What follows belongs to an exercise in optimizing a design on an open flow for small area, a short achievable clock period and few clock cycles per item; a production flow would make more cautious choices. Only simulation tests tie the RTL to the original design; equivalence was not proved. Power and IR drop assume default switching activity.

## flow/design.v (module list and top-level ports; edited modules follow where they fit)
// module fully_connected_core: 844 lines
// module fc_fa: 4 lines
// module fc_ctlout: 23 lines
// module fc_rdreg: 6 lines
// module fc_mreg: 12 lines
// module data_mover_bram: 282 lines
module data_mover_bram
#(
	parameter CNT_BIT = 31,
	parameter DWIDTH = 32,
	parameter AWIDTH = 12,
	parameter MEM_SIZE = 3481,
	parameter IN_DATA_WITDH = 32  
)
(
    input 				clk,
    input 				reset_n,
	input 				i_run,
	input  [CNT_BIT-1:0]	i_num_cnt,
	output   			o_idle,
	output   			o_read,
	output   			o_write,
	output  			o_done,
	output[AWIDTH-1:0] 	addr_b0,
	output 				ce_b0,
	output 				we_b0,
	input [DWIDTH-1:0]  q_b0,
	output[DWIDTH-1:0] 	d_b0,
	output[AWIDTH-1:0] 	addr_b1,
	output 				ce_b1,
	output 				we_b1,
	input [DWIDTH-1:0]  q_b1,
	output[DWIDTH-1:0] 	d_b1,
	output[AWIDTH-1:0] 	addr_b2,
	output 				ce_b2,
	output 				we_b2,
	input [DWIDTH-1:0]  q_b2,
	output[DWIDTH-1:0] 	d_b2,
	output[AWIDTH-1:0] 	addr_b3,
	output 				ce_b3,
	output 				we_b3,
	input [DWIDTH-1:0]  q_b3,
	output[DWIDTH-1:0] 	d_b3,
	output[AWIDTH-1:0] 	addr_b4,
	output 				ce_b4,
	output 				we_b4,
	input [DWIDTH-1:0]  q_b4,
	output[DWIDTH-1:0] 	d_b4,
	output[AWIDTH-1:0] 	addr_b5,
	output 				ce_b5,
	output 				we_b5,
	input [DWIDTH-1:0]  q_b5,
	output[DWIDTH-1:0] 	d_b5,
	output[AWIDTH-1:0] 	addr_b6,
	output 				ce_b6,
	output 				we_b6,
	input [DWIDTH-1:0]  q_b6,
	output[DWIDTH-1:0] 	d_b6,
	output[AWIDTH-1:0] 	addr_b7,
	output 				ce_b7,
	output 				we_b7,
	input [DWIDTH-1:0]  q_b7,
	output[DWIDTH-1:0] 	d_b7,
	output[AWIDTH-1:0] 	addr_b8,
	output 				ce_b8,
	output 				we_b8,
	input [DWIDTH-1:0]  q_b8,
	output[DWIDTH-1:0] 	d_b8,
	output[AWIDTH-1:0] 	addr_b9,
	output 				ce_b9,
	output 				we_b9,
	input [DWIDTH-1:0]  q_b9,
	output[DWIDTH-1:0] 	d_b9,
	output[AWIDTH-1:0] 	addr_b10,
	output 				ce_b10,
	output 				we_b10,
	input [DWIDTH-1:0]  q_b10,
	output[DWIDTH-1:0] 	d_b10,
	output[AWIDTH-1:0] 	addr_b11,
	output 				ce_b11,
	output 				we_b11,
	input [DWIDTH-1:0]  q_b11,
	output[DWIDTH-1:0] 	d_b11,
	output[AWIDTH-1:0] 	addr_b12,
	output 				ce_b12,
	output 				we_b12,
	input [DWIDTH-1:0]  q_b12,
	output[DWIDTH-1:0] 	d_b12,
	output[AWIDTH-1:0] 	addr_b13,
	output 				ce_b13,
	output 				we_b13,
	input [DWIDTH-1:0]  q_b13,
	output[DWIDTH-1:0] 	d_b13,
	output[AWIDTH-1:0] 	addr_b14,
	output 				ce_b14,
	output 				we_b14,
	input [DWIDTH-1:0]  q_b14,
	output[DWIDTH-1:0] 	d_b14,
	output[AWIDTH-1:0] 	addr_b15,
	output 				ce_b15,
	output 				we_b15,
	input [DWIDTH-1:0]  q_b15,
	output[DWIDTH-1:0] 	d_b15,
	output[AWIDTH-1:0] 	addr_b16,
	output 				ce_b16,
	output 				we_b16,
	input [DWIDTH-1:0]  q_b16,
	output[DWIDTH-1:0] 	d_b16,
	output[DWIDTH-1:0]  result_0,
	output[DWIDTH-1:0]  result_1,
	output[DWIDTH-1:0]  result_2,
	output[DWIDTH-1:0]  result_3,
	output[DWIDTH-1:0]  result_4,
	output[DWIDTH-1:0]  result_5,
	output[DWIDTH-1:0]  result_6,
	output[DWIDTH-1:0]  result_7,
	output[DWIDTH-1:0]  result_8,
	output[DWIDTH-1:0]  result_9,
	output[DWIDTH-1:0]  result_10,
	output[DWIDTH-1:0]  result_11,
	output[DWIDTH-1:0]  result_12,
	output[DWIDTH-1:0]  result_13,
	output[DWIDTH-1:0]  result_14,
	output[DWIDTH-1:0]  result_15
    );
  // ...
==> flow/flow/run.sh <==
#!/bin/bash
# Layout flow: the standard ORFS flow (standard.sh, with the standard synthesis), with
# these changes to how the layout is made:
#   - the port buffers that placement inserts start as buf_1 cells (the resizer sizes up
#     the ones on timing paths), not the delay cells it picks by default;
#   - antenna repair after detailed routing may take more rounds.
# ORFS writes each step's full log under orfs/logs/; make's own output goes to make.log.
set -euo pipefail
export BUFFER_PORTS_ARGS="-buffer_cell sky130_fd_sc_hd__buf_1"
export SETUP_SLACK_MARGIN=6.3
export MAX_REPAIR_ANTENNAS_ITER_DRT=15
bash standard.sh finish > make.log 2>&1
==> flow/standard.sh <==
#!/bin/bash
# synth_recipe.tcl (not shown) runs the flow's synth.tcl, then flattens the netlist and writes it again
# the make line also repeats each setting of config.mk as NAME=value (left out here)
make -C /OpenROAD-flow-scripts/flow DESIGN_CONFIG=/design/flow/config.mk WORK_HOME=/design/flow/orfs CLKGATE_MAP_FILE= SYNTH_SCRIPT=/design/flow/synth_recipe.tcl "${@:-finish}"
==> flow/config.mk <==
export PLATFORM = sky130hd
export DESIGN_NAME = data_mover_bram
export DESIGN_NICKNAME = data_mover_bram
export VERILOG_FILES = /design/flow/design.v
export SDC_FILE = /design/flow/constraint.sdc
export NUM_CORES = 8
export LEC_CHECK = 0
export CAP_MARGIN = 20
export CORE_MARGIN = 2
export CORE_UTILIZATION = 50
export CTS_CLUSTER_DIAMETER = 80
export CTS_CLUSTER_SIZE = 24
export SLEW_MARGIN = 20
export SYNTH_HIERARCHICAL = 1
==> flow/constraint.sdc <==
create_clock -name core_clock -period 10.0 [get_ports {clk}]
set_input_delay 2.0000 -clock core_clock [delete_from_list [all_inputs] [get_ports {clk}]]
set_output_delay 2.0000 -clock core_clock [all_outputs]
set_load 0.01 [all_outputs]
==> flow_summary.yaml, run 1 <==
critical_path:
  critPathCapture: "u_lane_10.r0_r[31]"
  cpPeakStageDelay_ns: 0.61
  crit_path_start: "u_mreg_2.o_m3[0]"
  cp.arrival_ns: 4.70
  timing.critical_path.buf_inv: 1
  r2r-start: "u_mreg_2.o_m3[0]"
synthesis:
  synth_compound_area_share_pct: 24.0
  yosysSeqAreaShare_pct: 24.0
  synth_cells: 23800
  async_flop_share_pct: 0.643
  synth_top_flop_cell: "dfxtp_1"
  netlist_area_um2: 247000
  ys.warnings.count: 11
pwr:
  power_leader: "combinational cells"
  p_switching_mw: 51.7
  swShare_pct: 47.6
  intPower_mw: 56.9
timing:
  relSlewSlack_pct: 27.9
  period_share_pct: 38.3
  min_period_ns: 3.83
  max_freq_ghz: 0.261
layout:
  largestClassByArea: "multi-input gates"
  final_common_cell: "xnor2_1"
  multi_input_area_share_pct: 65.5
  buf_share_pct: 5.93
  n_clock_buffer: 227
global_routing:
  met2_usage_pct: 54.8
  use_met1_pct: 46.4
worst_hold_path:
  hold_class: "reg -> reg"
  hold_depth: 0
  holdCritStartpoint: "fst[1]"
  hold_end: "fst[2]"
placed_design:
  dp.cells: 29600
  dp_hpwl_um: 652000
run_status:
  outcome: "finished clean"
floorplanning:
  tap_cells: 6500
  die_y_um: 707
route:
  drt-met1-wl_um: 365000
  highest_layer: "met5"
  ant_nets: 0
flow_run:
  drv_cap: 0
clock_network:
  clk_pin_slew_worst_paths_ns: 0.09
Testbench counts, summed over its fixed seeds: cycles 51,412, items 50,068.
==> module data_mover_bram, before the edit <==
module data_mover_bram
#(
	parameter CNT_BIT = 31,
	parameter DWIDTH = 32,
	parameter AWIDTH = 12,
	parameter MEM_SIZE = 3481,
	parameter IN_DATA_WITDH = 32  
)
(
    input 				clk,
    input 				reset_n,
	input 				i_run,
	input  [CNT_BIT-1:0]	i_num_cnt,
	output   			o_idle,
	output   			o_read,
	output   			o_write,
	output  			o_done,
	output[AWIDTH-1:0] 	addr_b0,
	output 				ce_b0,
	output 				we_b0,
	input [DWIDTH-1:0]  q_b0,
	output[DWIDTH-1:0] 	d_b0,
	output[AWIDTH-1:0] 	addr_b1,
	output 				ce_b1,
	output 				we_b1,
	input [DWIDTH-1:0]  q_b1,
	output[DWIDTH-1:0] 	d_b1,
	output[AWIDTH-1:0] 	addr_b2,
	output 				ce_b2,
	output 				we_b2,
	input [DWIDTH-1:0]  q_b2,
	output[DWIDTH-1:0] 	d_b2,
	output[AWIDTH-1:0] 	addr_b3,
	output 				ce_b3,
	output 				we_b3,
	input [DWIDTH-1:0]  q_b3,
	output[DWIDTH-1:0] 	d_b3,
	output[AWIDTH-1:0] 	addr_b4,
	output 				ce_b4,
	output 				we_b4,
	input [DWIDTH-1:0]  q_b4,
	output[DWIDTH-1:0] 	d_b4,
	output[AWIDTH-1:0] 	addr_b5,
	output 				ce_b5,
	output 				we_b5,
	input [DWIDTH-1:0]  q_b5,
	output[DWIDTH-1:0] 	d_b5,
	output[AWIDTH-1:0] 	addr_b6,
	output 				ce_b6,
	output 				we_b6,
	input [DWIDTH-1:0]  q_b6,
	output[DWIDTH-1:0] 	d_b6,
	output[AWIDTH-1:0] 	addr_b7,
	output 				ce_b7,
	output 				we_b7,
	input [DWIDTH-1:0]  q_b7,
	output[DWIDTH-1:0] 	d_b7,
	output[AWIDTH-1:0] 	addr_b8,
	output 				ce_b8,
	output 				we_b8,
	input [DWIDTH-1:0]  q_b8,
	output[DWIDTH-1:0] 	d_b8,
	output[AWIDTH-1:0] 	addr_b9,
	output 				ce_b9,
	output 				we_b9,
	input [DWIDTH-1:0]  q_b9,
	output[DWIDTH-1:0] 	d_b9,
	output[AWIDTH-1:0] 	addr_b10,
	output 				ce_b10,
	output 				we_b10,
	input [DWIDTH-1:0]  q_b10,
	output[DWIDTH-1:0] 	d_b10,
	output[AWIDTH-1:0] 	addr_b11,
	output 				ce_b11,
	output 				we_b11,
	input [DWIDTH-1:0]  q_b11,
	output[DWIDTH-1:0] 	d_b11,
	output[AWIDTH-1:0] 	addr_b12,
	output 				ce_b12,
	output 				we_b12,
	input [DWIDTH-1:0]  q_b12,
	output[DWIDTH-1:0] 	d_b12,
	output[AWIDTH-1:0] 	addr_b13,
	output 				ce_b13,
	output 				we_b13,
	input [DWIDTH-1:0]  q_b13,
	output[DWIDTH-1:0] 	d_b13,
	output[AWIDTH-1:0] 	addr_b14,
	output 				ce_b14,
	output 				we_b14,
	input [DWIDTH-1:0]  q_b14,
	output[DWIDTH-1:0] 	d_b14,
	output[AWIDTH-1:0] 	addr_b15,
	output 				ce_b15,
	output 				we_b15,
	input [DWIDTH-1:0]  q_b15,
	output[DWIDTH-1:0] 	d_b15,
	output[AWIDTH-1:0] 	addr_b16,
	output 				ce_b16,
	output 				we_b16,
	input [DWIDTH-1:0]  q_b16,
	output[DWIDTH-1:0] 	d_b16,
	output[DWIDTH-1:0]  result_0,
	output[DWIDTH-1:0]  result_1,
	output[DWIDTH-1:0]  result_2,
	output[DWIDTH-1:0]  result_3,
	output[DWIDTH-1:0]  result_4,
	output[DWIDTH-1:0]  result_5,
	output[DWIDTH-1:0]  result_6,
	output[DWIDTH-1:0]  result_7,
	output[DWIDTH-1:0]  result_8,
	output[DWIDTH-1:0]  result_9,
	output[DWIDTH-1:0]  result_10,
	output[DWIDTH-1:0]  result_11,
	output[DWIDTH-1:0]  result_12,
	output[DWIDTH-1:0]  result_13,
	output[DWIDTH-1:0]  result_14,
	output[DWIDTH-1:0]  result_15
    );
reg         st_idle, st_write, st_done;
reg         rd;                  
reg  [11:0] addr;                
wire        start = st_idle & i_run;
wire        last  = rd & (addr == 12'd0);
wire [11:0] addr_dec = (start ? i_num_cnt[11:0] : addr) - 12'd1;
reg  [5:1] lst;               
reg  [4:1] fst;               
wire        idle_nx  = st_done | (st_idle & ~i_run);
wire        write_nx = start | (st_write & ~lst[5]);
wire        done_nx  = lst[5];
wire        rd_nx    = start | (rd & ~last);
always @(posedge clk or negedge reset_n) begin
    if (!reset_n) begin
        st_idle  <= 1'b1;
        st_write <= 1'b0;
        st_done  <= 1'b0;
        rd       <= 1'b0;
        lst      <= {5{1'b0}};
        fst      <= {4{1'b0}};
    end else begin
        st_idle  <= idle_nx;
        st_write <= write_nx;
        st_done  <= done_nx;
        rd       <= rd_nx;
        lst      <= {lst[4:1], last};
        fst      <= {fst[3:1], start};
    end
end
always @(posedge clk) addr <= addr_dec;
fc_ctlout u_ctlout (
    .clk(clk), .reset_n(reset_n),
    .i_idle(idle_nx), .i_write(write_nx), .i_done(done_nx), .i_rd(rd_nx), .i_addr(addr_dec),
    .o_idle(o_idle), .o_write(o_write), .o_done(o_done), .o_rd(o_read), .o_addr(addr_b0));
fc_rdreg u_ce_b0 (.clk(clk), .reset_n(reset_n), .i_d(rd_nx), .o_q(ce_b0));
reg         rd_w;
reg  [11:0] addr_w;
always @(posedge clk or negedge reset_n) begin
    if (!reset_n) rd_w <= 1'b0;
    else          rd_w <= rd;
end
always @(posedge clk) addr_w <= addr;
reg         vld;                 
always @(posedge clk or negedge reset_n) begin
    if (!reset_n) vld <= 1'b0;
    else          vld <= rd;
end
reg  [31:0] n_r;
always @(posedge clk) n_r <= q_b0;    
wire [31:0] n = n_r;
reg         vld_w;               
always @(posedge clk or negedge reset_n) begin
    if (!reset_n) vld_w <= 1'b0;
    else          vld_w <= vld;
end
wire [31:0] m1 = n;
wire [31:0] m3 = n + {n[30:0], 1'b0};
wire [31:0] m1_0, m3_0;
fc_mreg u_mreg_0 (.clk(clk), .i_n1(m1), .i_n3(m3), .o_m1(m1_0), .o_m3(m3_0));
wire [31:0] m1_1, m3_1;
fc_mreg u_mreg_1 (.clk(clk), .i_n1(m1), .i_n3(m3), .o_m1(m1_1), .o_m3(m3_1));
wire [31:0] m1_2, m3_2;
fc_mreg u_mreg_2 (.clk(clk), .i_n1(m1), .i_n3(m3), .o_m1(m1_2), .o_m3(m3_2));
wire [31:0] m1_3, m3_3;
fc_mreg u_mreg_3 (.clk(clk), .i_n1(m1), .i_n3(m3), .o_m1(m1_3), .o_m3(m3_3));
assign we_b0 = 1'b0; assign d_b0 = 32'd0;
assign we_b1 = 1'b0; assign d_b1 = 32'd0;
assign we_b2 = 1'b0; assign d_b2 = 32'd0;
assign we_b3 = 1'b0; assign d_b3 = 32'd0;
assign we_b4 = 1'b0; assign d_b4 = 32'd0;
assign we_b5 = 1'b0; assign d_b5 = 32'd0;
assign we_b6 = 1'b0; assign d_b6 = 32'd0;
assign we_b7 = 1'b0; assign d_b7 = 32'd0;
assign we_b8 = 1'b0; assign d_b8 = 32'd0;
assign we_b9 = 1'b0; assign d_b9 = 32'd0;
assign we_b10 = 1'b0; assign d_b10 = 32'd0;
assign we_b11 = 1'b0; assign d_b11 = 32'd0;
assign we_b12 = 1'b0; assign d_b12 = 32'd0;
assign we_b13 = 1'b0; assign d_b13 = 32'd0;
assign we_b14 = 1'b0; assign d_b14 = 32'd0;
assign we_b15 = 1'b0; assign d_b15 = 32'd0;
assign we_b16 = 1'b0; assign d_b16 = 32'd0;
fully_connected_core u_lane_0 (
    .clk(clk), .i_clr_pre(fst[3]), .i_rd_nxt(rd), .i_addr_nxt(addr), .o_ce(ce_b1), .o_addr(addr_b1),
    .i_vld(vld_w),
    .i_m1(m1_0), .i_m3(m3_0),
    .i_wegt(q_b1), .o_result(result_0));
fully_connected_core u_lane_1 (
    .clk(clk), .i_clr_pre(fst[3]), .i_rd_nxt(rd), .i_addr_nxt(addr), .o_ce(ce_b2), .o_addr(addr_b2),
    .i_vld(vld_w),
    .i_m1(m1_0), .i_m3(m3_0),
    .i_wegt(q_b2), .o_result(result_1));
fully_connected_core u_lane_2 (
    .clk(clk), .i_clr_pre(fst[3]), .i_rd_nxt(rd), .i_addr_nxt(addr), .o_ce(ce_b3), .o_addr(addr_b3),
    .i_vld(vld_w),
    .i_m1(m1_0), .i_m3(m3_0),
    .i_wegt(q_b3), .o_result(result_2));
fully_connected_core u_lane_3 (
    .clk(clk), .i_clr_pre(fst[3]), .i_rd_nxt(rd), .i_addr_nxt(addr), .o_ce(ce_b4), .o_addr(addr_b4),
    .i_vld(vld_w),
    .i_m1(m1_0), .i_m3(m3_0),
    .i_wegt(q_b4), .o_result(result_3));
fully_connected_core u_lane_4 (
    .clk(clk), .i_clr_pre(fst[3]), .i_rd_nxt(rd), .i_addr_nxt(addr), .o_ce(ce_b5), .o_addr(addr_b5),
    .i_vld(vld_w),
    .i_m1(m1_1), .i_m3(m3_1),
    .i_wegt(q_b5), .o_result(result_4));
fully_connected_core u_lane_5 (
    .clk(clk), .i_clr_pre(fst[3]), .i_rd_nxt(rd), .i_addr_nxt(addr), .o_ce(ce_b6), .o_addr(addr_b6),
    .i_vld(vld_w),
    .i_m1(m1_1), .i_m3(m3_1),
    .i_wegt(q_b6), .o_result(result_5));
fully_connected_core u_lane_6 (
    .clk(clk), .i_clr_pre(fst[3]), .i_rd_nxt(rd), .i_addr_nxt(addr), .o_ce(ce_b7), .o_addr(addr_b7),
    .i_vld(vld_w),
    .i_m1(m1_1), .i_m3(m3_1),
    .i_wegt(q_b7), .o_result(result_6));
fully_connected_core u_lane_7 (
    .clk(clk), .i_clr_pre(fst[3]), .i_rd_nxt(rd), .i_addr_nxt(addr), .o_ce(ce_b8), .o_addr(addr_b8),
    .i_vld(vld_w),
    .i_m1(m1_1), .i_m3(m3_1),
    .i_wegt(q_b8), .o_result(result_7));
fully_connected_core u_lane_8 (
    .clk(clk), .i_clr_pre(fst[3]), .i_rd_nxt(rd), .i_addr_nxt(addr), .o_ce(ce_b9), .o_addr(addr_b9),
    .i_vld(vld_w),
    .i_m1(m1_2), .i_m3(m3_2),
    .i_wegt(q_b9), .o_result(result_8));
fully_connected_core u_lane_9 (
    .clk(clk), .i_clr_pre(fst[3]), .i_rd_nxt(rd), .i_addr_nxt(addr), .o_ce(ce_b10), .o_addr(addr_b10),
    .i_vld(vld_w),
    .i_m1(m1_2), .i_m3(m3_2),
    .i_wegt(q_b10), .o_result(result_9));
fully_connected_core u_lane_10 (
    .clk(clk), .i_clr_pre(fst[3]), .i_rd_nxt(rd), .i_addr_nxt(addr), .o_ce(ce_b11), .o_addr(addr_b11),
    .i_vld(vld_w),
    .i_m1(m1_2), .i_m3(m3_2),
    .i_wegt(q_b11), .o_result(result_10));
fully_connected_core u_lane_11 (
    .clk(clk), .i_clr_pre(fst[3]), .i_rd_nxt(rd), .i_addr_nxt(addr), .o_ce(ce_b12), .o_addr(addr_b12),
    .i_vld(vld_w),
    .i_m1(m1_2), .i_m3(m3_2),
    .i_wegt(q_b12), .o_result(result_11));
fully_connected_core u_lane_12 (
    .clk(clk), .i_clr_pre(fst[3]), .i_rd_nxt(rd), .i_addr_nxt(addr), .o_ce(ce_b13), .o_addr(addr_b13),
    .i_vld(vld_w),
    .i_m1(m1_3), .i_m3(m3_3),
    .i_wegt(q_b13), .o_result(result_12));
fully_connected_core u_lane_13 (
    .clk(clk), .i_clr_pre(fst[3]), .i_rd_nxt(rd), .i_addr_nxt(addr), .o_ce(ce_b14), .o_addr(addr_b14),
    .i_vld(vld_w),
    .i_m1(m1_3), .i_m3(m3_3),
    .i_wegt(q_b14), .o_result(result_13));
fully_connected_core u_lane_14 (
    .clk(clk), .i_clr_pre(fst[3]), .i_rd_nxt(rd), .i_addr_nxt(addr), .o_ce(ce_b15), .o_addr(addr_b15),
    .i_vld(vld_w),
    .i_m1(m1_3), .i_m3(m3_3),
    .i_wegt(q_b15), .o_result(result_14));
fully_connected_core u_lane_15 (
    .clk(clk), .i_clr_pre(fst[3]), .i_rd_nxt(rd), .i_addr_nxt(addr), .o_ce(ce_b16), .o_addr(addr_b16),
    .i_vld(vld_w),
    .i_m1(m1_3), .i_m3(m3_3),
    .i_wegt(q_b16), .o_result(result_15));
endmodule
==> inputs of run 2 (changes only) <==
--- a/flow/design.v
+++ b/flow/design.v
@@ -1,16 +1,12 @@
 `timescale 1ns / 1ps
 module fully_connected_core (
     input             clk,
     input             i_clr_pre,   
-    input             i_rd_nxt,    
-    input      [11:0] i_addr_nxt,  
-    output reg        o_ce,        
-    output reg [11:0] o_addr,      
     input      [31:0] i_m1,        
     input      [31:0] i_m3,        
     input             i_vld,       
     input      [31:0] i_wegt,      
     output     [31:0] o_result
 );
 reg [54:0] e_r;
 wire [54:0] e_d;
@@ -428,148 +424,136 @@
 fc_fa u_t113 (.a(p3_22), .b(p4_22), .c(p5_22), .s(t113), .co(t114));
 wire t115, t116;
 fc_fa u_t115 (.a(p6_22), .b(p7_22), .c(t100), .s(t115), .co(t116));
 wire t117, t118;
 fc_fa u_t117 (.a(t102), .b(t104), .c(t111), .s(t117), .co(t118));
 wire t119, t120;
 fc_fa u_t119 (.a(t113), .b(t106), .c(t115), .s(t119), .co(t120));
 wire t121, t122;
-fc_fa u_t121 (.a(t117), .b(t108), .c(t119), .s(t121), .co(t122));
+fc_fa u_t121 (.a(p0_23), .b(p1_23), .c(p2_23), .s(t121), .co(t122));
 wire t123, t124;
-fc_fa u_t123 (.a(p0_23), .b(p1_23), .c(p2_23), .s(t123), .co(t124));
+fc_fa u_t123 (.a(p3_23), .b(p4_23), .c(p5_23), .s(t123), .co(t124));
 wire t125, t126;
-fc_fa u_t125 (.a(p3_23), .b(p4_23), .c(p5_23), .s(t125), .co(t126));
+fc_fa u_t125 (.a(p6_23), .b(p7_23), .c(t112), .s(t125), .co(t126));
 wire t127, t128;
-fc_fa u_t127 (.a(p6_23), .b(p7_23), .c(t112), .s(t127), .co(t128));
+fc_fa u_t127 (.a(t114), .b(t121), .c(t123), .s(t127), .co(t128));
 wire t129, t130;
-fc_fa u_t129 (.a(t114), .b(t123), .c(t125), .s(t129), .co(t130));
+fc_fa u_t129 (.a(t116), .b(t118), .c(t125), .s(t129), .co(t130));
 wire t131, t132;
-fc_fa u_t131 (.a(t116), .b(t118), .c(t127), .s(t131), .co(t132));
+fc_fa u_t131 (.a(n8), .b(p0_24), .c(p1_24), .s(t131), .co(t132));
 wire t133, t134;
-fc_fa u_t133 (.a(t129), .b(t120), .c(t131), .s(t133), .co(t134));
+fc_fa u_t133 (.a(p2_24), .b(p3_24), .c(p4_24), .s(t133), .co(t134));
 wire t135, t136;
-fc_fa u_t135 (.a(n8), .b(p0_24), .c(p1_24), .s(t135), .co(t136));
+fc_fa u_t135 (.a(p5_24), .b(p6_24), .c(p7_24), .s(t135), .co(t136));
 wire t137, t138;
-fc_fa u_t137 (.a(p2_24), .b(p3_24), .c(p4_24), .s(t137), .co(t138));
+fc_fa u_t137 (.a(p8_24), .b(t122), .c(t124), .s(t137), .co(t138));
 wire t139, t140;
-fc_fa u_t139 (.a(p5_24), .b(p6_24), .c(p7_24), .s(t139), .co(t140));
+fc_fa u_t139 (.a(t131), .b(t133), .c(t135), .s(t139), .co(t140));
 wire t141, t142;
-fc_fa u_t141 (.a(p8_24), .b(t124), .c(t126), .s(t141), .co(t142));
+fc_fa u_t141 (.a(t126), .b(t128), .c(t137), .s(t141), .co(t142));
 wire t143, t144;
-fc_fa u_t143 (.a(t135), .b(t137), .c(t139), .s(t143), .co(t144));
+fc_fa u_t143 (.a(p0_25), .b(p1_25), .c(p2_25), .s(t143), .co(t144));
 wire t145, t146;
-fc_fa u_t145 (.a(t128), .b(t130), .c(t141), .s(t145), .co(t146));
+fc_fa u_t145 (.a(p3_25), .b(p4_25), .c(p5_25), .s(t145), .co(t146));
 wire t147, t148;
-fc_fa u_t147 (.a(t143), .b(t132), .c(t145), .s(t147), .co(t148));
+fc_fa u_t147 (.a(p6_25), .b(p7_25), .c(p8_25), .s(t147), .co(t148));
 wire t149, t150;
-fc_fa u_t149 (.a(p0_25), .b(p1_25), .c(p2_25), .s(t149), .co(t150));
+fc_fa u_t149 (.a(t132), .b(t134), .c(t136), .s(t149), .co(t150));
 wire t151, t152;
-fc_fa u_t151 (.a(p3_25), .b(p4_25), .c(p5_25), .s(t151), .co(t152));
+fc_fa u_t151 (.a(t143), .b(t145), .c(t147), .s(t151), .co(t152));
 wire t153, t154;
-fc_fa u_t153 (.a(p6_25), .b(p7_25), .c(p8_25), .s(t153), .co(t154));
+fc_fa u_t153 (.a(t138), .b(t140), .c(t149), .s(t153), .co(t154));
 wire t155, t156;
-fc_fa u_t155 (.a(t136), .b(t138), .c(t140), .s(t155), .co(t156));
+fc_fa u_t155 (.a(p0_26), .b(p1_26), .c(p2_26), .s(t155), .co(t156));
 wire t157, t158;
-fc_fa u_t157 (.a(t149), .b(t151), .c(t153), .s(t157), .co(t158));
+fc_fa u_t157 (.a(p3_26), .b(p4_26), .c(p5_26), .s(t157), .co(t158));
 wire t159, t160;
-fc_fa u_t159 (.a(t142), .b(t144), .c(t155), .s(t159), .co(t160));
+fc_fa u_t159 (.a(p6_26), .b(p7_26), .c(p8_26), .s(t159), .co(t160));
 wire t161, t162;
-fc_fa u_t161 (.a(t157), .b(t146), .c(t159), .s(t161), .co(t162));
+fc_fa u_t161 (.a(t144), .b(t146), .c(t148), .s(t161), .co(t162));
 wire t163, t164;
-fc_fa u_t163 (.a(p0_26), .b(p1_26), .c(p2_26), .s(t163), .co(t164));
+fc_fa u_t163 (.a(t155), .b(t157), .c(t159), .s(t163), .co(t164));
 wire t165, t166;
-fc_fa u_t165 (.a(p3_26), .b(p4_26), .c(p5_26), .s(t165), .co(t166));
+fc_fa u_t165 (.a(t150), .b(t152), .c(t161), .s(t165), .co(t166));
 wire t167, t168;
-fc_fa u_t167 (.a(p6_26), .b(p7_26), .c(p8_26), .s(t167), .co(t168));
+fc_fa u_t167 (.a(n9), .b(p0_27), .c(p1_27), .s(t167), .co(t168));
 wire t169, t170;
-fc_fa u_t169 (.a(t150), .b(t152), .c(t154), .s(t169), .co(t170));
+fc_fa u_t169 (.a(p2_27), .b(p3_27), .c(p4_27), .s(t169), .co(t170));
 wire t171, t172;
-fc_fa u_t171 (.a(t163), .b(t165), .c(t167), .s(t171), .co(t172));
+fc_fa u_t171 (.a(p5_27), .b(p6_27), .c(p7_27), .s(t171), .co(t172));
 wire t173, t174;
-fc_fa u_t173 (.a(t156), .b(t158), .c(t169), .s(t173), .co(t174));
+fc_fa u_t173 (.a(p8_27), .b(p9_27), .c(t156), .s(t173), .co(t174));
 wire t175, t176;
-fc_fa u_t175 (.a(t171), .b(t160), .c(t173), .s(t175), .co(t176));
+fc_fa u_t175 (.a(t158), .b(t160), .c(t167), .s(t175), .co(t176));
 wire t177, t178;
-fc_fa u_t177 (.a(n9), .b(p0_27), .c(p1_27), .s(t177), .co(t178));
+fc_fa u_t177 (.a(t169), .b(t171), .c(t162), .s(t177), .co(t178));
 wire t179, t180;
-fc_fa u_t179 (.a(p2_27), .b(p3_27), .c(p4_27), .s(t179), .co(t180));
+fc_fa u_t179 (.a(t164), .b(t173), .c(t175), .s(t179), .co(t180));
 wire t181, t182;
-fc_fa u_t181 (.a(p5_27), .b(p6_27), .c(p7_27), .s(t181), .co(t182));
+fc_fa u_t181 (.a(p0_28), .b(p1_28), .c(p2_28), .s(t181), .co(t182));
 wire t183, t184;
-fc_fa u_t183 (.a(p8_27), .b(p9_27), .c(t164), .s(t183), .co(t184));
+fc_fa u_t183 (.a(p3_28), .b(p4_28), .c(p5_28), .s(t183), .co(t184));
 wire t185, t186;
-fc_fa u_t185 (.a(t166), .b(t168), .c(t177), .s(t185), .co(t186));
+fc_fa u_t185 (.a(p6_28), .b(p7_28), .c(p8_28), .s(t185), .co(t186));
 wire t187, t188;
-fc_fa u_t187 (.a(t179), .b(t181), .c(t170), .s(t187), .co(t188));
+fc_fa u_t187 (.a(p9_28), .b(t168), .c(t170), .s(t187), .co(t188));
 wire t189, t190;
-fc_fa u_t189 (.a(t172), .b(t183), .c(t185), .s(t189), .co(t190));
+fc_fa u_t189 (.a(t172), .b(t181), .c(t183), .s(t189), .co(t190));
 wire t191, t192;
-fc_fa u_t191 (.a(t174), .b(t187), .c(t189), .s(t191), .co(t192));
+fc_fa u_t191 (.a(t185), .b(t174), .c(t176), .s(t191), .co(t192));
 wire t193, t194;
-fc_fa u_t193 (.a(p0_28), .b(p1_28), .c(p2_28), .s(t193), .co(t194));
+fc_fa u_t193 (.a(t187), .b(t189), .c(t178), .s(t193), .co(t194));
 wire t195, t196;
-fc_fa u_t195 (.a(p3_28), .b(p4_28), .c(p5_28), .s(t195), .co(t196));
+fc_fa u_t195 (.a(p0_29), .b(p1_29), .c(p2_29), .s(t195), .co(t196));
 wire t197, t198;
-fc_fa u_t197 (.a(p6_28), .b(p7_28), .c(p8_28), .s(t197), .co(t198));
+fc_fa u_t197 (.a(p3_29), .b(p4_29), .c(p5_29), .s(t197), .co(t198));
 wire t199, t200;
-fc_fa u_t199 (.a(p9_28), .b(t178), .c(t180), .s(t199), .co(t200));
+fc_fa u_t199 (.a(p6_29), .b(p7_29), .c(p8_29), .s(t199), .co(t200));
 wire t201, t202;
-fc_fa u_t201 (.a(t182), .b(t193), .c(t195), .s(t201), .co(t202));
+fc_fa u_t201 (.a(p9_29), .b(t182), .c(t184), .s(t201), .co(t202));
 wire t203, t204;
-fc_fa u_t203 (.a(t197), .b(t184), .c(t186), .s(t203), .co(t204));
+fc_fa u_t203 (.a(t186), .b(t195), .c(t197), .s(t203), .co(t204));
 wire t205, t206;
-fc_fa u_t205 (.a(t199), .b(t201), .c(t188), .s(t205), .co(t206));
+fc_fa u_t205 (.a(t199), .b(t188), .c(t190), .s(t205), .co(t206));
 wire t207, t208;
-fc_fa u_t207 (.a(p0_29), .b(p1_29), .c(p2_29), .s(t207), .co(t208));
+fc_fa u_t207 (.a(t201), .b(t203), .c(t192), .s(t207), .co(t208));
 wire t209, t210;
-fc_fa u_t209 (.a(p3_29), .b(p4_29), .c(p5_29), .s(t209), .co(t210));
+fc_fa u_t209 (.a(n10), .b(p0_30), .c(p10_30), .s(t209), .co(t210));
 wire t211, t212;
-fc_fa u_t211 (.a(p6_29), .b(p7_29), .c(p8_29), .s(t211), .co(t212));
+fc_fa u_t211 (.a(p1_30), .b(p2_30), .c(p3_30), .s(t211), .co(t212));
 wire t213, t214;
-fc_fa u_t213 (.a(p9_29), .b(t194), .c(t196), .s(t213), .co(t214));
+fc_fa u_t213 (.a(p4_30), .b(p5_30), .c(p6_30), .s(t213), .co(t214));
 wire t215, t216;
-fc_fa u_t215 (.a(t198), .b(t207), .c(t209), .s(t215), .co(t216));
+fc_fa u_t215 (.a(p7_30), .b(p8_30), .c(p9_30), .s(t215), .co(t216));
 wire t217, t218;
-fc_fa u_t217 (.a(t211), .b(t200), .c(t202), .s(t217), .co(t218));
+fc_fa u_t217 (.a(t196), .b(t198), .c(t200), .s(t217), .co(t218));
 wire t219, t220;
-fc_fa u_t219 (.a(t213), .b(t215), .c(t204), .s(t219), .co(t220));
+fc_fa u_t219 (.a(t209), .b(t211), .c(t213), .s(t219), .co(t220));
 wire t221, t222;
-fc_fa u_t221 (.a(n10), .b(p0_30), .c(p10_30), .s(t221), .co(t222));
+fc_fa u_t221 (.a(t215), .b(t202), .c(t204), .s(t221), .co(t222));
 wire t223, t224;
-fc_fa u_t223 (.a(p1_30), .b(p2_30), .c(p3_30), .s(t223), .co(t224));
-wire t225, t226;
-fc_fa u_t225 (.a(p4_30), .b(p5_30), .c(p6_30), .s(t225), .co(t226));
-wire t227, t228;
-fc_fa u_t227 (.a(p7_30), .b(p8_30), .c(p9_30), .s(t227), .co(t228));
-wire t229, t230;
-fc_fa u_t229 (.a(t208), .b(t210), .c(t212), .s(t229), .co(t230));
-wire t231, t232;
-fc_fa u_t231 (.a(t221), .b(t223), .c(t225), .s(t231), .co(t232));
-wire t233, t234;
-fc_fa u_t233 (.a(t227), .b(t214), .c(t216), .s(t233), .co(t234));
-wire t235, t236;
-fc_fa u_t235 (.a(t229), .b(t231), .c(t218), .s(t235), .co(t236));
-wire t237 = p0_31 ^ p10_31;
-wire t238 = p1_31 ^ p2_31;
-wire t239 = p3_31 ^ p4_31;
-wire t240 = p5_31 ^ p6_31;
-wire t241 = p7_31 ^ p8_31;
-wire t242 = p9_31 ^ t237;
-wire t243 = t238 ^ t239;
-wire t244 = t240 ^ t241;
-wire t245 = t242 ^ t243;
-wire t246 = t244 ^ t222;
-wire t247 = t224 ^ t226;
-wire t248 = t228 ^ t245;
-wire t249 = t246 ^ t247;
-wire t250 = t248 ^ t249;
-wire t251 = t230 ^ t232;
-wire t252 = t250 ^ t251;
-wire t253 = t252 ^ t234;
+fc_fa u_t223 (.a(t217), .b(t219), .c(t206), .s(t223), .co(t224));
+wire t225 = p0_31 ^ p10_31;
+wire t226 = p1_31 ^ p2_31;
+wire t227 = p3_31 ^ p4_31;
+wire t228 = p5_31 ^ p6_31;
+wire t229 = p7_31 ^ p8_31;
+wire t230 = p9_31 ^ t225;
+wire t231 = t226 ^ t227;
+wire t232 = t228 ^ t229;
+wire t233 = t230 ^ t231;
+wire t234 = t232 ^ t210;
+wire t235 = t212 ^ t214;
+wire t236 = t216 ^ t233;
+wire t237 = t234 ^ t235;
+wire t238 = t236 ^ t237;
+wire t239 = t218 ^ t220;
+wire t240 = t238 ^ t239;
+wire t241 = t240 ^ t222;
 reg [31:0] r0_r;
 always @(posedge clk) begin
     r0_r[0] <= n0;
     r0_r[1] <= p0_1;
     r0_r[2] <= p0_2;
     r0_r[3] <= t1;
     r0_r[4] <= t3;
     r0_r[5] <= t5;
@@ -584,26 +568,26 @@
     r0_r[14] <= t38;
     r0_r[15] <= t44;
     r0_r[16] <= t52;
     r0_r[17] <= t60;
     r0_r[18] <= t68;
     r0_r[19] <= t78;
     r0_r[20] <= t88;
     r0_r[21] <= t98;
-    r0_r[22] <= t110;
-    r0_r[23] <= t122;
-    r0_r[24] <= t134;
-    r0_r[25] <= t148;
-    r0_r[26] <= t162;
-    r0_r[27] <= t176;
-    r0_r[28] <= t190;
-    r0_r[29] <= t217;
-    r0_r[30] <= t233;
-    r0_r[31] <= t253;
+    r0_r[22] <= t117;
+    r0_r[23] <= t127;
+    r0_r[24] <= t139;
+    r0_r[25] <= t151;
+    r0_r[26] <= t163;
+    r0_r[27] <= t166;
+    r0_r[28] <= t180;
+    r0_r[29] <= t205;
+    r0_r[30] <= t221;
+    r0_r[31] <= t241;
 end
 reg [31:0] r1_r;
 always @(posedge clk) begin
     r1_r[0] <= p0_0;
     r1_r[1] <= 1'b0;
     r1_r[2] <= 1'b0;
     r1_r[3] <= 1'b0;
     r1_r[4] <= 1'b0;
@@ -619,26 +603,26 @@
     r1_r[14] <= t43;
     r1_r[15] <= t51;
     r1_r[16] <= t59;
     r1_r[17] <= t67;
     r1_r[18] <= t77;
     r1_r[19] <= t87;
     r1_r[20] <= t97;
     r1_r[21] <= t109;
-    r1_r[22] <= t121;
-    r1_r[23] <= t133;
-    r1_r[24] <= t147;
-    r1_r[25] <= t161;
-    r1_r[26] <= t175;
-    r1_r[27] <= t191;
-    r1_r[28] <= t203;
-    r1_r[29] <= t206;
-    r1_r[30] <= t220;
-    r1_r[31] <= t236;
+    r1_r[22] <= t108;
+    r1_r[23] <= t120;
+    r1_r[24] <= t130;
+    r1_r[25] <= t142;
+    r1_r[26] <= t154;
+    r1_r[27] <= t177;
+    r1_r[28] <= t191;
+    r1_r[29] <= t194;
+    r1_r[30] <= t208;
+    r1_r[31] <= t224;
 end
 reg [31:0] r2_r;
 always @(posedge clk) begin
     r2_r[0] <= 1'b0;
     r2_r[1] <= 1'b0;
     r2_r[2] <= 1'b0;
     r2_r[3] <= 1'b0;
     r2_r[4] <= 1'b0;
@@ -654,25 +638,25 @@
     r2_r[14] <= 1'b0;
     r2_r[15] <= 1'b0;
     r2_r[16] <= 1'b0;
     r2_r[17] <= 1'b0;
     r2_r[18] <= 1'b0;
     r2_r[19] <= 1'b0;
     r2_r[20] <= 1'b0;
     r2_r[21] <= 1'b0;
-    r2_r[22] <= 1'b0;
-    r2_r[23] <= 1'b0;
-    r2_r[24] <= 1'b0;
-    r2_r[25] <= 1'b0;
-    r2_r[26] <= 1'b0;
-    r2_r[27] <= 1'b0;
-    r2_r[28] <= t205;
-    r2_r[29] <= t219;
-    r2_r[30] <= t235;
+    r2_r[22] <= t119;
+    r2_r[23] <= t129;
+    r2_r[24] <= t141;
+    r2_r[25] <= t153;
+    r2_r[26] <= t165;
+    r2_r[27] <= t179;
+    r2_r[28] <= t193;
+    r2_r[29] <= t207;
+    r2_r[30] <= t223;
     r2_r[31] <= 1'b0;
 end
 reg [31:0] r3_r;
 always @(posedge clk) begin
     r3_r[0] <= 1'b0;
     r3_r[1] <= 1'b0;
     r3_r[2] <= 1'b0;
     r3_r[3] <= 1'b0;
@@ -689,33 +673,31 @@
     r3_r[14] <= 1'b0;
     r3_r[15] <= 1'b0;
     r3_r[16] <= 1'b0;
     r3_r[17] <= 1'b0;
     r3_r[18] <= 1'b0;
     r3_r[19] <= 1'b0;
     r3_r[20] <= 1'b0;
     r3_r[21] <= 1'b0;
-    r3_r[22] <= 1'b0;
+    r3_r[22] <= t110;
     r3_r[23] <= 1'b0;
     r3_r[24] <= 1'b0;
     r3_r[25] <= 1'b0;
     r3_r[26] <= 1'b0;
     r3_r[27] <= 1'b0;
-    r3_r[28] <= t192;
+    r3_r[28] <= 1'b0;
     r3_r[29] <= 1'b0;
     r3_r[30] <= 1'b0;
     r3_r[31] <= 1'b0;
 end
 reg  [31:0] acc;
 reg         i_clr;             
 always @(posedge clk) begin
     i_clr  <= i_clr_pre;
-    o_ce   <= i_rd_nxt;
-    o_addr <= i_addr_nxt;
 end
 wire [31:0] acc_in = acc & {32{~i_clr}};
 wire a1 = r0_r[0] ^ r1_r[0];
 wire a2 = r0_r[0] & r1_r[0];
 wire a3 = r0_r[1] ^ a2;
 wire a4 = r0_r[1] & a2;
 wire a5 = r0_r[2] ^ a4;
 wire a6 = r0_r[2] & a4;
@@ -783,63 +765,75 @@
 fc_fa u_a67 (.a(r0_r[20]), .b(r1_r[20]), .c(acc_in[20]), .s(a67), .co(a68));
 wire a69 = a64 ^ a67;
 wire a70 = a64 & a67;
 wire a71, a72;
 fc_fa u_a71 (.a(r0_r[21]), .b(r1_r[21]), .c(acc_in[21]), .s(a71), .co(a72));
 wire a73 = a68 ^ a71;
 wire a74 = a68 & a71;
 wire a75, a76;
-fc_fa u_a75 (.a(r0_r[22]), .b(r1_r[22]), .c(acc_in[22]), .s(a75), .co(a76));
-wire a77 = a72 ^ a75;
-wire a78 = a72 & a75;
-wire a79, a80;
-fc_fa u_a79 (.a(r0_r[23]), .b(r1_r[23]), .c(acc_in[23]), .s(a79), .co(a80));
-wire a81 = a76 ^ a79;
-wire a82 = a76 & a79;
+fc_fa u_a75 (.a(r0_r[22]), .b(r1_r[22]), .c(r2_r[22]), .s(a75), .co(a76));
+wire a77, a78;
+fc_fa u_a77 (.a(r3_r[22]), .b(a75), .c(acc_in[22]), .s(a77), .co(a78));
+wire a79 = a72 ^ a77;
+wire a80 = a72 & a77;
+wire a81, a82;
+fc_fa u_a81 (.a(r0_r[23]), .b(r1_r[23]), .c(r2_r[23]), .s(a81), .co(a82));
 wire a83, a84;
-fc_fa u_a83 (.a(r0_r[24]), .b(r1_r[24]), .c(acc_in[24]), .s(a83), .co(a84));
-wire a85 = a80 ^ a83;
-wire a86 = a80 & a83;
+fc_fa u_a83 (.a(a76), .b(a81), .c(acc_in[23]), .s(a83), .co(a84));
+wire a85 = a78 ^ a83;
+wire a86 = a78 & a83;
 wire a87, a88;
-fc_fa u_a87 (.a(r0_r[25]), .b(r1_r[25]), .c(acc_in[25]), .s(a87), .co(a88));
-wire a89 = a84 ^ a87;
-wire a90 = a84 & a87;
-wire a91, a92;
-fc_fa u_a91 (.a(r0_r[26]), .b(r1_r[26]), .c(acc_in[26]), .s(a91), .co(a92));
-wire a93 = a88 ^ a91;
-wire a94 = a88 & a91;
+fc_fa u_a87 (.a(r0_r[24]), .b(r1_r[24]), .c(r2_r[24]), .s(a87), .co(a88));
+wire a89, a90;
+fc_fa u_a89 (.a(a82), .b(a87), .c(acc_in[24]), .s(a89), .co(a90));
+wire a91 = a84 ^ a89;
+wire a92 = a84 & a89;
+wire a93, a94;
+fc_fa u_a93 (.a(r0_r[25]), .b(r1_r[25]), .c(r2_r[25]), .s(a93), .co(a94));
 wire a95, a96;
-fc_fa u_a95 (.a(r0_r[27]), .b(r1_r[27]), .c(acc_in[27]), .s(a95), .co(a96));
-wire a97 = a92 ^ a95;
-wire a98 = a92 & a95;
+fc_fa u_a95 (.a(a88), .b(a93), .c(acc_in[25]), .s(a95), .co(a96));
+wire a97 = a90 ^ a95;
+wire a98 = a90 & a95;
 wire a99, a100;
-fc_fa u_a99 (.a(r0_r[28]), .b(r1_r[28]), .c(r2_r[28]), .s(a99), .co(a100));
+fc_fa u_a99 (.a(r0_r[26]), .b(r1_r[26]), .c(r2_r[26]), .s(a99), .co(a100));
 wire a101, a102;
-fc_fa u_a101 (.a(r3_r[28]), .b(a99), .c(acc_in[28]), .s(a101), .co(a102));
+fc_fa u_a101 (.a(a94), .b(a99), .c(acc_in[26]), .s(a101), .co(a102));
 wire a103 = a96 ^ a101;
 wire a104 = a96 & a101;
 wire a105, a106;
-fc_fa u_a105 (.a(r0_r[29]), .b(r1_r[29]), .c(r2_r[29]), .s(a105), .co(a106));
+fc_fa u_a105 (.a(r0_r[27]), .b(r1_r[27]), .c(r2_r[27]), .s(a105), .co(a106));
 wire a107, a108;
-fc_fa u_a107 (.a(a100), .b(a105), .c(acc_in[29]), .s(a107), .co(a108));
+fc_fa u_a107 (.a(a100), .b(a105), .c(acc_in[27]), .s(a107), .co(a108));
 wire a109 = a102 ^ a107;
 wire a110 = a102 & a107;
 wire a111, a112;
-fc_fa u_a111 (.a(r0_r[30]), .b(r1_r[30]), .c(r2_r[30]), .s(a111), .co(a112));
+fc_fa u_a111 (.a(r0_r[28]), .b(r1_r[28]), .c(r2_r[28]), .s(a111), .co(a112));
 wire a113, a114;
-fc_fa u_a113 (.a(a106), .b(a111), .c(acc_in[30]), .s(a113), .co(a114));
+fc_fa u_a113 (.a(a106), .b(a111), .c(acc_in[28]), .s(a113), .co(a114));
 wire a115 = a108 ^ a113;
 wire a116 = a108 & a113;
-wire a117 = r0_r[31] ^ r1_r[31];
-wire a118 = a117 ^ a112;
-wire a119 = a118 ^ acc_in[31];
-wire a120 = a119 ^ a114;
-wire [31:0] acc_x = {a120, a110, a104, a98, a94, a90, a86, a82, a78, a74, a70, a66, a62, a58, a54, a50, a46, a42, a38, a34, a30, a26, a23, a18, a14, a12, a10, a8, acc_in[3], a5, a3, a1};
-wire [31:0] acc_y = {a116, a115, a109, a103, a97, a93, a89, a85, a81, a77, a73, a69, a65, a61, a57, a53, a49, a45, a41, a37, a33, a29, a25, a21, a17, a13, a11, a9, a7, acc_in[2], acc_in[1], acc_in[0]};
+wire a117, a118;
+fc_fa u_a117 (.a(r0_r[29]), .b(r1_r[29]), .c(r2_r[29]), .s(a117), .co(a118));
+wire a119, a120;
+fc_fa u_a119 (.a(a112), .b(a117), .c(acc_in[29]), .s(a119), .co(a120));
+wire a121 = a114 ^ a119;
+wire a122 = a114 & a119;
+wire a123, a124;
+fc_fa u_a123 (.a(r0_r[30]), .b(r1_r[30]), .c(r2_r[30]), .s(a123), .co(a124));
+wire a125, a126;
+fc_fa u_a125 (.a(a118), .b(a123), .c(acc_in[30]), .s(a125), .co(a126));
+wire a127 = a120 ^ a125;
+wire a128 = a120 & a125;
+wire a129 = r0_r[31] ^ r1_r[31];
+wire a130 = a129 ^ a124;
+wire a131 = a130 ^ acc_in[31];
+wire a132 = a131 ^ a126;
+wire [31:0] acc_x = {a132, a122, a116, a110, a104, a98, a92, a86, a80, a74, a70, a66, a62, a58, a54, a50, a46, a42, a38, a34, a30, a26, a23, a18, a14, a12, a10, a8, acc_in[3], a5, a3, a1};
+wire [31:0] acc_y = {a128, a127, a121, a115, a109, a103, a97, a91, a85, a79, a73, a69, a65, a61, a57, a53, a49, a45, a41, a37, a33, a29, a25, a21, a17, a13, a11, a9, a7, acc_in[2], acc_in[1], acc_in[0]};
 reg         acc_c;
 wire        acc_c_in = acc_c & ~i_clr;
 always @(posedge clk) begin
     {acc_c, acc[15:0]} <= acc_x[15:0] + acc_y[15:0];
     acc[31:16] <= acc_x[31:16] + acc_y[31:16] + acc_c_in;
 end
 assign o_result = acc;
 endmodule
@@ -871,16 +865,28 @@
 always @(posedge clk) o_addr <= i_addr;
 endmodule
 module fc_rdreg (input clk, input reset_n, input i_d, output reg o_q);
 always @(posedge clk or negedge reset_n) begin
     if (!reset_n) o_q <= 1'b0;
     else          o_q <= i_d;
 end
 endmodule
+module fc_areg (
+    input             clk,
+    input             i_rd,
+    input      [11:0] i_addr,
+    output reg        o_ce,
+    output reg [11:0] o_addr
+);
+always @(posedge clk) begin
+    o_ce   <= i_rd;
+    o_addr <= i_addr;
+end
+endmodule
 module fc_mreg (
     input             clk,
     input      [31:0] i_n1,
     input      [31:0] i_n3,
     output reg [31:0] o_m1,
     output reg [31:0] o_m3
 );
 always @(posedge clk) begin
@@ -1068,16 +1074,24 @@
 wire [31:0] m1_0, m3_0;
 fc_mreg u_mreg_0 (.clk(clk), .i_n1(m1), .i_n3(m3), .o_m1(m1_0), .o_m3(m3_0));
 wire [31:0] m1_1, m3_1;
 fc_mreg u_mreg_1 (.clk(clk), .i_n1(m1), .i_n3(m3), .o_m1(m1_1), .o_m3(m3_1));
 wire [31:0] m1_2, m3_2;
 fc_mreg u_mreg_2 (.clk(clk), .i_n1(m1), .i_n3(m3), .o_m1(m1_2), .o_m3(m3_2));
 wire [31:0] m1_3, m3_3;
 fc_mreg u_mreg_3 (.clk(clk), .i_n1(m1), .i_n3(m3), .o_m1(m1_3), .o_m3(m3_3));
+wire [31:0] m1_4, m3_4;
+fc_mreg u_mreg_4 (.clk(clk), .i_n1(m1), .i_n3(m3), .o_m1(m1_4), .o_m3(m3_4));
+wire [31:0] m1_5, m3_5;
+fc_mreg u_mreg_5 (.clk(clk), .i_n1(m1), .i_n3(m3), .o_m1(m1_5), .o_m3(m3_5));
+wire [31:0] m1_6, m3_6;
+fc_mreg u_mreg_6 (.clk(clk), .i_n1(m1), .i_n3(m3), .o_m1(m1_6), .o_m3(m3_6));
+wire [31:0] m1_7, m3_7;
+fc_mreg u_mreg_7 (.clk(clk), .i_n1(m1), .i_n3(m3), .o_m1(m1_7), .o_m3(m3_7));
 assign we_b0 = 1'b0; assign d_b0 = 32'd0;
 assign we_b1 = 1'b0; assign d_b1 = 32'd0;
 assign we_b2 = 1'b0; assign d_b2 = 32'd0;
 assign we_b3 = 1'b0; assign d_b3 = 32'd0;
 assign we_b4 = 1'b0; assign d_b4 = 32'd0;
 assign we_b5 = 1'b0; assign d_b5 = 32'd0;
 assign we_b6 = 1'b0; assign d_b6 = 32'd0;
 assign we_b7 = 1'b0; assign d_b7 = 32'd0;
@@ -1085,89 +1099,129 @@
 assign we_b9 = 1'b0; assign d_b9 = 32'd0;
 assign we_b10 = 1'b0; assign d_b10 = 32'd0;
 assign we_b11 = 1'b0; assign d_b11 = 32'd0;
 assign we_b12 = 1'b0; assign d_b12 = 32'd0;
 assign we_b13 = 1'b0; assign d_b13 = 32'd0;
 assign we_b14 = 1'b0; assign d_b14 = 32'd0;
 assign we_b15 = 1'b0; assign d_b15 = 32'd0;
 assign we_b16 = 1'b0; assign d_b16 = 32'd0;
+wire        ce_g0;
+wire [11:0] addr_g0;
+fc_areg u_areg_0 (.clk(clk), .i_rd(rd), .i_addr(addr), .o_ce(ce_g0), .o_addr(addr_g0));
+assign ce_b1 = ce_g0; assign addr_b1 = addr_g0;
+assign ce_b2 = ce_g0; assign addr_b2 = addr_g0;
+wire        ce_g1;
+wire [11:0] addr_g1;
+fc_areg u_areg_1 (.clk(clk), .i_rd(rd), .i_addr(addr), .o_ce(ce_g1), .o_addr(addr_g1));
+assign ce_b3 = ce_g1; assign addr_b3 = addr_g1;
+assign ce_b4 = ce_g1; assign addr_b4 = addr_g1;
+wire        ce_g2;
+wire [11:0] addr_g2;
+fc_areg u_areg_2 (.clk(clk), .i_rd(rd), .i_addr(addr), .o_ce(ce_g2), .o_addr(addr_g2));
+assign ce_b5 = ce_g2; assign addr_b5 = addr_g2;
+assign ce_b6 = ce_g2; assign addr_b6 = addr_g2;
+wire        ce_g3;
+wire [11:0] addr_g3;
+fc_areg u_areg_3 (.clk(clk), .i_rd(rd), .i_addr(addr), .o_ce(ce_g3), .o_addr(addr_g3));
+assign ce_b7 = ce_g3; assign addr_b7 = addr_g3;
+assign ce_b8 = ce_g3; assign addr_b8 = addr_g3;
+wire        ce_g4;
+wire [11:0] addr_g4;
+fc_areg u_areg_4 (.clk(clk), .i_rd(rd), .i_addr(addr), .o_ce(ce_g4), .o_addr(addr_g4));
+assign ce_b9 = ce_g4; assign addr_b9 = addr_g4;
+assign ce_b10 = ce_g4; assign addr_b10 = addr_g4;
+wire        ce_g5;
+wire [11:0] addr_g5;
+fc_areg u_areg_5 (.clk(clk), .i_rd(rd), .i_addr(addr), .o_ce(ce_g5), .o_addr(addr_g5));
+assign ce_b11 = ce_g5; assign addr_b11 = addr_g5;
+assign ce_b12 = ce_g5; assign addr_b12 = addr_g5;
+wire        ce_g6;
+wire [11:0] addr_g6;
+fc_areg u_areg_6 (.clk(clk), .i_rd(rd), .i_addr(addr), .o_ce(ce_g6), .o_addr(addr_g6));
+assign ce_b13 = ce_g6; assign addr_b13 = addr_g6;
+assign ce_b14 = ce_g6; assign addr_b14 = addr_g6;
+wire        ce_g7;
+wire [11:0] addr_g7;
+fc_areg u_areg_7 (.clk(clk), .i_rd(rd), .i_addr(addr), .o_ce(ce_g7), .o_addr(addr_g7));
+assign ce_b15 = ce_g7; assign addr_b15 = addr_g7;
+assign ce_b16 = ce_g7; assign addr_b16 = addr_g7;
 fully_connected_core u_lane_0 (
-    .clk(clk), .i_clr_pre(fst[3]), .i_rd_nxt(rd), .i_addr_nxt(addr), .o_ce(ce_b1), .o_addr(addr_b1),
+    .clk(clk), .i_clr_pre(fst[3]),
     .i_vld(vld_w),
     .i_m1(m1_0), .i_m3(m3_0),
     .i_wegt(q_b1), .o_result(result_0));
 fully_connected_core u_lane_1 (
-    .clk(clk), .i_clr_pre(fst[3]), .i_rd_nxt(rd), .i_addr_nxt(addr), .o_ce(ce_b2), .o_addr(addr_b2),
+    .clk(clk), .i_clr_pre(fst[3]),
     .i_vld(vld_w),
     .i_m1(m1_0), .i_m3(m3_0),
     .i_wegt(q_b2), .o_result(result_1));
 fully_connected_core u_lane_2 (
-    .clk(clk), .i_clr_pre(fst[3]), .i_rd_nxt(rd), .i_addr_nxt(addr), .o_ce(ce_b3), .o_addr(addr_b3),
+    .clk(clk), .i_clr_pre(fst[3]),
     .i_vld(vld_w),
-    .i_m1(m1_0), .i_m3(m3_0),
+    .i_m1(m1_1), .i_m3(m3_1),
     .i_wegt(q_b3), .o_result(result_2));
 fully_connected_core u_lane_3 (
-    .clk(clk), .i_clr_pre(fst[3]), .i_rd_nxt(rd), .i_addr_nxt(addr), .o_ce(ce_b4), .o_addr(addr_b4),
+    .clk(clk), .i_clr_pre(fst[3]),
     .i_vld(vld_w),
-    .i_m1(m1_0), .i_m3(m3_0),
+    .i_m1(m1_1), .i_m3(m3_1),
     .i_wegt(q_b4), .o_result(result_3));
 fully_connected_core u_lane_4 (
-    .clk(clk), .i_clr_pre(fst[3]), .i_rd_nxt(rd), .i_addr_nxt(addr), .o_ce(ce_b5), .o_addr(addr_b5),
+    .clk(clk), .i_clr_pre(fst[3]),
     .i_vld(vld_w),
-    .i_m1(m1_1), .i_m3(m3_1),
+    .i_m1(m1_2), .i_m3(m3_2),
     .i_wegt(q_b5), .o_result(result_4));
 fully_connected_core u_lane_5 (
-    .clk(clk), .i_clr_pre(fst[3]), .i_rd_nxt(rd), .i_addr_nxt(addr), .o_ce(ce_b6), .o_addr(addr_b6),
+    .clk(clk), .i_clr_pre(fst[3]),
     .i_vld(vld_w),
-    .i_m1(m1_1), .i_m3(m3_1),
+    .i_m1(m1_2), .i_m3(m3_2),
     .i_wegt(q_b6), .o_result(result_5));
 fully_connected_core u_lane_6 (
-    .clk(clk), .i_clr_pre(fst[3]), .i_rd_nxt(rd), .i_addr_nxt(addr), .o_ce(ce_b7), .o_addr(addr_b7),
+    .clk(clk), .i_clr_pre(fst[3]),
     .i_vld(vld_w),
-    .i_m1(m1_1), .i_m3(m3_1),
+    .i_m1(m1_3), .i_m3(m3_3),
     .i_wegt(q_b7), .o_result(result_6));
 fully_connected_core u_lane_7 (
-    .clk(clk), .i_clr_pre(fst[3]), .i_rd_nxt(rd), .i_addr_nxt(addr), .o_ce(ce_b8), .o_addr(addr_b8),
+    .clk(clk), .i_clr_pre(fst[3]),
     .i_vld(vld_w),
-    .i_m1(m1_1), .i_m3(m3_1),
+    .i_m1(m1_3), .i_m3(m3_3),
     .i_wegt(q_b8), .o_result(result_7));
 fully_connected_core u_lane_8 (
-    .clk(clk), .i_clr_pre(fst[3]), .i_rd_nxt(rd), .i_addr_nxt(addr), .o_ce(ce_b9), .o_addr(addr_b9),
+    .clk(clk), .i_clr_pre(fst[3]),
     .i_vld(vld_w),
-    .i_m1(m1_2), .i_m3(m3_2),
+    .i_m1(m1_4), .i_m3(m3_4),
     .i_wegt(q_b9), .o_result(result_8));
 fully_connected_core u_lane_9 (
-    .clk(clk), .i_clr_pre(fst[3]), .i_rd_nxt(rd), .i_addr_nxt(addr), .o_ce(ce_b10), .o_addr(addr_b10),
+    .clk(clk), .i_clr_pre(fst[3]),
     .i_vld(vld_w),
-    .i_m1(m1_2), .i_m3(m3_2),
+    .i_m1(m1_4), .i_m3(m3_4),
     .i_wegt(q_b10), .o_result(result_9));
 fully_connected_core u_lane_10 (
-    .clk(clk), .i_clr_pre(fst[3]), .i_rd_nxt(rd), .i_addr_nxt(addr), .o_ce(ce_b11), .o_addr(addr_b11),
+    .clk(clk), .i_clr_pre(fst[3]),
     .i_vld(vld_w),
-    .i_m1(m1_2), .i_m3(m3_2),
+    .i_m1(m1_5), .i_m3(m3_5),
     .i_wegt(q_b11), .o_result(result_10));
 fully_connected_core u_lane_11 (
-    .clk(clk), .i_clr_pre(fst[3]), .i_rd_nxt(rd), .i_addr_nxt(addr), .o_ce(ce_b12), .o_addr(addr_b12),
+    .clk(clk), .i_clr_pre(fst[3]),
     .i_vld(vld_w),
-    .i_m1(m1_2), .i_m3(m3_2),
+    .i_m1(m1_5), .i_m3(m3_5),
     .i_wegt(q_b12), .o_result(result_11));
 fully_connected_core u_lane_12 (
-    .clk(clk), .i_clr_pre(fst[3]), .i_rd_nxt(rd), .i_addr_nxt(addr), .o_ce(ce_b13), .o_addr(addr_b13),
+    .clk(clk), .i_clr_pre(fst[3]),
     .i_vld(vld_w),
-    .i_m1(m1_3), .i_m3(m3_3),
+    .i_m1(m1_6), .i_m3(m3_6),
     .i_wegt(q_b13), .o_result(result_12));
 fully_connected_core u_lane_13 (
-    .clk(clk), .i_clr_pre(fst[3]), .i_rd_nxt(rd), .i_addr_nxt(addr), .o_ce(ce_b14), .o_addr(addr_b14),
+    .clk(clk), .i_clr_pre(fst[3]),
     .i_vld(vld_w),
-    .i_m1(m1_3), .i_m3(m3_3),
+    .i_m1(m1_6), .i_m3(m3_6),
     .i_wegt(q_b14), .o_result(result_13));
 fully_connected_core u_lane_14 (
-    .clk(clk), .i_clr_pre(fst[3]), .i_rd_nxt(rd), .i_addr_nxt(addr), .o_ce(ce_b15), .o_addr(addr_b15),
+    .clk(clk), .i_clr_pre(fst[3]),
     .i_vld(vld_w),
-    .i_m1(m1_3), .i_m3(m3_3),
+    .i_m1(m1_7), .i_m3(m3_7),
     .i_wegt(q_b15), .o_result(result_14));
 fully_connected_core u_lane_15 (
-    .clk(clk), .i_clr_pre(fst[3]), .i_rd_nxt(rd), .i_addr_nxt(addr), .o_ce(ce_b16), .o_addr(addr_b16),
+    .clk(clk), .i_clr_pre(fst[3]),
     .i_vld(vld_w),
-    .i_m1(m1_3), .i_m3(m3_3),
+    .i_m1(m1_7), .i_m3(m3_7),
     .i_wegt(q_b16), .o_result(result_15));
 endmodule
==> flow_summary.yaml, run 2 <==
placed_design:
  dp_hpwl_um: 687000
  place_congestion: 0.969
  place_area_um2: 258000
  portBuffers: 1295
  dp.cells: 30200
route:
  vias_per_cell: 6.66
  drt-met1-wl_um: 363000
  drt_iter0_markers: 26300
  ant_nets: 0
  wl_met3_um: 113000
  drc: 0
  via_count: 207000
  wl_met2_um: 428000
  highest_layer: "met5"
  dr.pass1.iters: 10
  wirelength_um: 995000
  routedWlPerCell_um: 32.1
global_routing:
  grt_pass1_vias: 195000
  grt_pass1_wl_um: 1410000
  antenna_found_initial: 295
  grt_max_degree: 192
  grt-ovfl-total: 0
  grt_usage_pct: 37.2
run_status:
  outcome: "finished clean"
critical_path:
  path_max_fanout: 17
  required_ns: 10.85
  cp.arrival_ns: 4.60
  r2r_end: "u_mreg_3.o_m3[31]"
  start_kind: "flop"
  reg2reg_setup_slack_ns: 6.24
  ff2ff_path_depth: 11
  criticalPathCategory: "reg -> reg"
  cp-end-kind: "flop"
  r2r-start: "n_r[1]"
synthesis:
  synth.most_common_cell: "xnor2_1"
  ys_seq_elements: 3203
  netlist.area_leader.share_pct: 25.2
  synth_edf_count: 0
  yosysUniqueCellTypes: 73
  async_flop_share_pct: 0.593
  synth_cells: 24200
  ys_top_cells_by_count: "xnor2_1 (3542), dfxtp_1 (3184), a221oi_1 (2498)"
  synth_area_leader_cell: "dfxtp_1"
  yosysSeqAreaShare_pct: 25.4
  synth.avg_cell_area_um2: 10.5
  netlist_area_um2: 253000
  synthTopCellsByArea: "dfxtp_1 (25%), fa_1 (19%), xnor2_1 (12%)"
  synth_top_flop_cell: "dfxtp_1"
  ys.warnings.count: 12
floorplanning:
  start_util_pct: 50.1
  design.core.area_um2: 505000
  rows: 261
  ios: 1876
  die_x_um: 715
  die-area_um2: 511000
  die_y_um: 715
pwr:
  p_seq_share_pct: 18.7
  worst_ir_drop_vdd_mv: 0.663
  power_density_nw_per_um2: 433
  p_comb_share_pct: 72.9
  power_frac_clock_pct: 8.4
  leakagePower_nw: 102
  total_power_mw: 118
  p_switching_mw: 56.1
  intPower_mw: 61.5
  swShare_pct: 47.7
timing:
  fin_setup_tns_ns: 0
  max_freq_ghz: 0.266
  setup_viol_count_final: 0
  slew_viol_final: 0
  worst_clock_skew_ns: 0.0490
  relSlewSlack_pct: 23.3
  final_hold_viol_count: 0
  min_period_ns: 3.76
  grt_setup_unrepaired: "yes"
  period_share_pct: 37.6
  tightest_slew_ns: 1.15
clock_network:
  clk_pin_slew_worst_paths_ns: 0.09
  htreeDepth: 4
  cts_tree: "built"
  root_buffer: "clkbuf_16"
  cts.sinks: 3203
  cts_buffers: 210
  clk_path_buf_depth: 4
  clk_latency_ns: 1.02
layout:
  final_core_util_pct: 53.8
  drive_gt1_share_pct: 10.2
  final_common_cell: "xnor2_1"
  multi_input_area_um2: 175000
  seqCellArea_um2: 64800
  nets: 27700
  fill_cells: 45200
  design_area_um2: 271000
  layout.cells.non_filler: 31000
  area_delta_synth_final_pct: 7.33
  final_cell_mix: "xnor2_1 (3502), dfxtp_1 (2838), a22o_1 (2496)"
worst_hold_path:
  hold_end: "vld_w"
  hold_class: "reg -> reg"
  holdCritStartpoint: "vld"
  hold_depth: 0
flow_run:
  drv_cap: 0
[run 2: area by class of cell]
class	count	share of cell area, %
clock inverters	134	0.699
flip-flops and latches	3203	23.9
inverters	190	0.263
well taps	6706	3.09
repair buffers	2193	5.05
clock buffers	230	2.03
multi-input cells	18000	64.6
diodes	390	0.360
[run 2: worst max-delay path by stage]
stage	endpoint	cells after the start	slack (ns)	from
after floorplan	addr[6]	10	6.31	i_run
after global placement	addr[11]	8	5.36	i_run
after detailed placement	u_ctlout.o_addr[11]	8	5.35	i_run
after CTS	addr_b9[8]	1	6.24	u_areg_4.o_addr[8]
after global routing	u_lane_14.acc[30]	14	6.18	u_lane_14.i_clr
final	u_mreg_3.o_m3[31]	11	6.24	n_r[1]
[run 2: cell families (layout without fill, tap and decap cells)]
family                   after synthesis  after routing  share of synthesized area [%]
multiplexers                          11             11                         0.0441
adder cells (fa/ha/maj)             3376           3376                           23.7
other                                 17            967                         0.0252
flip-flops                          3203           3203                           25.4
AND/OR/NAND/NOR                     2822           2822                           6.11
XOR/XNOR                            4134           4134                           14.4
AO/OA/AOI/OAI                       7043           7043                           23.4
buffers and inverters               3569           2747                           6.84
[run 2: stage by stage]
step / worst slack, ns / hold WS (ns)
2_1_floorplan: 6.31 / 0.326
3_3_place_gp: 5.36 / 0.333
3_5_place_dp: 5.35 / 0.336
4_1_cts: 6.24 / 0.357
5_1_grt: 6.18 / 0.362
6_report: 6.24 / 0.361
[run 2: critical path, stage by stage, from the launching register on]
cell and delay [ns]:
dfxtp_2 0.33, buf_6 0.20, ha_2 0.26, fa_2 0.39
a21o_1 0.22, a221o_2 0.43, o21ai_4 0.28, o41ai_4 0.14
o31ai_4 0.32, o31a_1 0.19, and3_2 0.35, buf_6 0.40
[run 2: modules after synthesis, one instance, submodules excluded]
module / copies in the design / area, um2
fully_connected_core: 16 / 11600
data_mover_bram: 1 / 8270
fc_mreg: 8 / 1280
fc_ctlout: 1 / 342
fc_areg: 8 / 260
fc_rdreg: 1 / 25.0
fc_fa: 2320 / 20.0
[run 2: layer usage]
metal	GRT usage, %	vias to the layer above
met4	31.0	56
met1	45.9	102000
met5	0	-
li1	-	86500
met2	54.2	14300
met3	10.1	3338
[run 2: power groups by stage]
stage	Clock [mW]	Sequential, mW	Combinational [mW]
finish	9.93	22.0	85.7
global route	10.6	22.4	95.0
CTS	10.1	22.0	84.3
detailed placement	0	22.2	83.1
global placement	0	22.1	82.4
floorplan	0	21.4	61.6
[run 2: repair_timing]
item / CTS / global route
hold buffers: 0 / 0
setup buffers: 18 / 33
endpoints found under the setup margin: 376 / 128
resized for setup: 665 / 523
gates cloned: 0 / 14
pin swaps: 38 / 129
Testbench counts of run 2, summed over its fixed seeds: cycles 51,412, items 50,068.

==> what the ideal ports hide <==
How much do the figures lean on ideal ports? The routed layouts below were timed once more, with nothing changed but the port constraints. Step 1, drivers: a clkbuf_16 drives clk and a buf_2 each remaining input, both assumed. Step 2 moves the port delays by t, midway between the first and last clock arrival at a register: inputs arrive t later, outputs are due t later. That takes back most of the time a late clock gives input paths. a / b / c = ideal ports / drivers / drivers and shift; a / b = the first two.
run	t, ns	setup slack, ns	worst hold slack (ns)	worst setup path at the end	clock arrival spread, ns
run 1	1.056	6.170 / 6.170 / 5.735	0.349 / 0.349 / 0.349	input to register	0.099 / 0.099
run 2	1.127	6.242 / 6.180 / 5.667	0.361 / 0.361 / 0.361	input to register	0.058 / 0.058
After both steps every run listed still meets setup and hold. For run 2, which loses most, drivers alone change the setup slack by -0.062 ns; drivers and shift together by -0.575 ns.
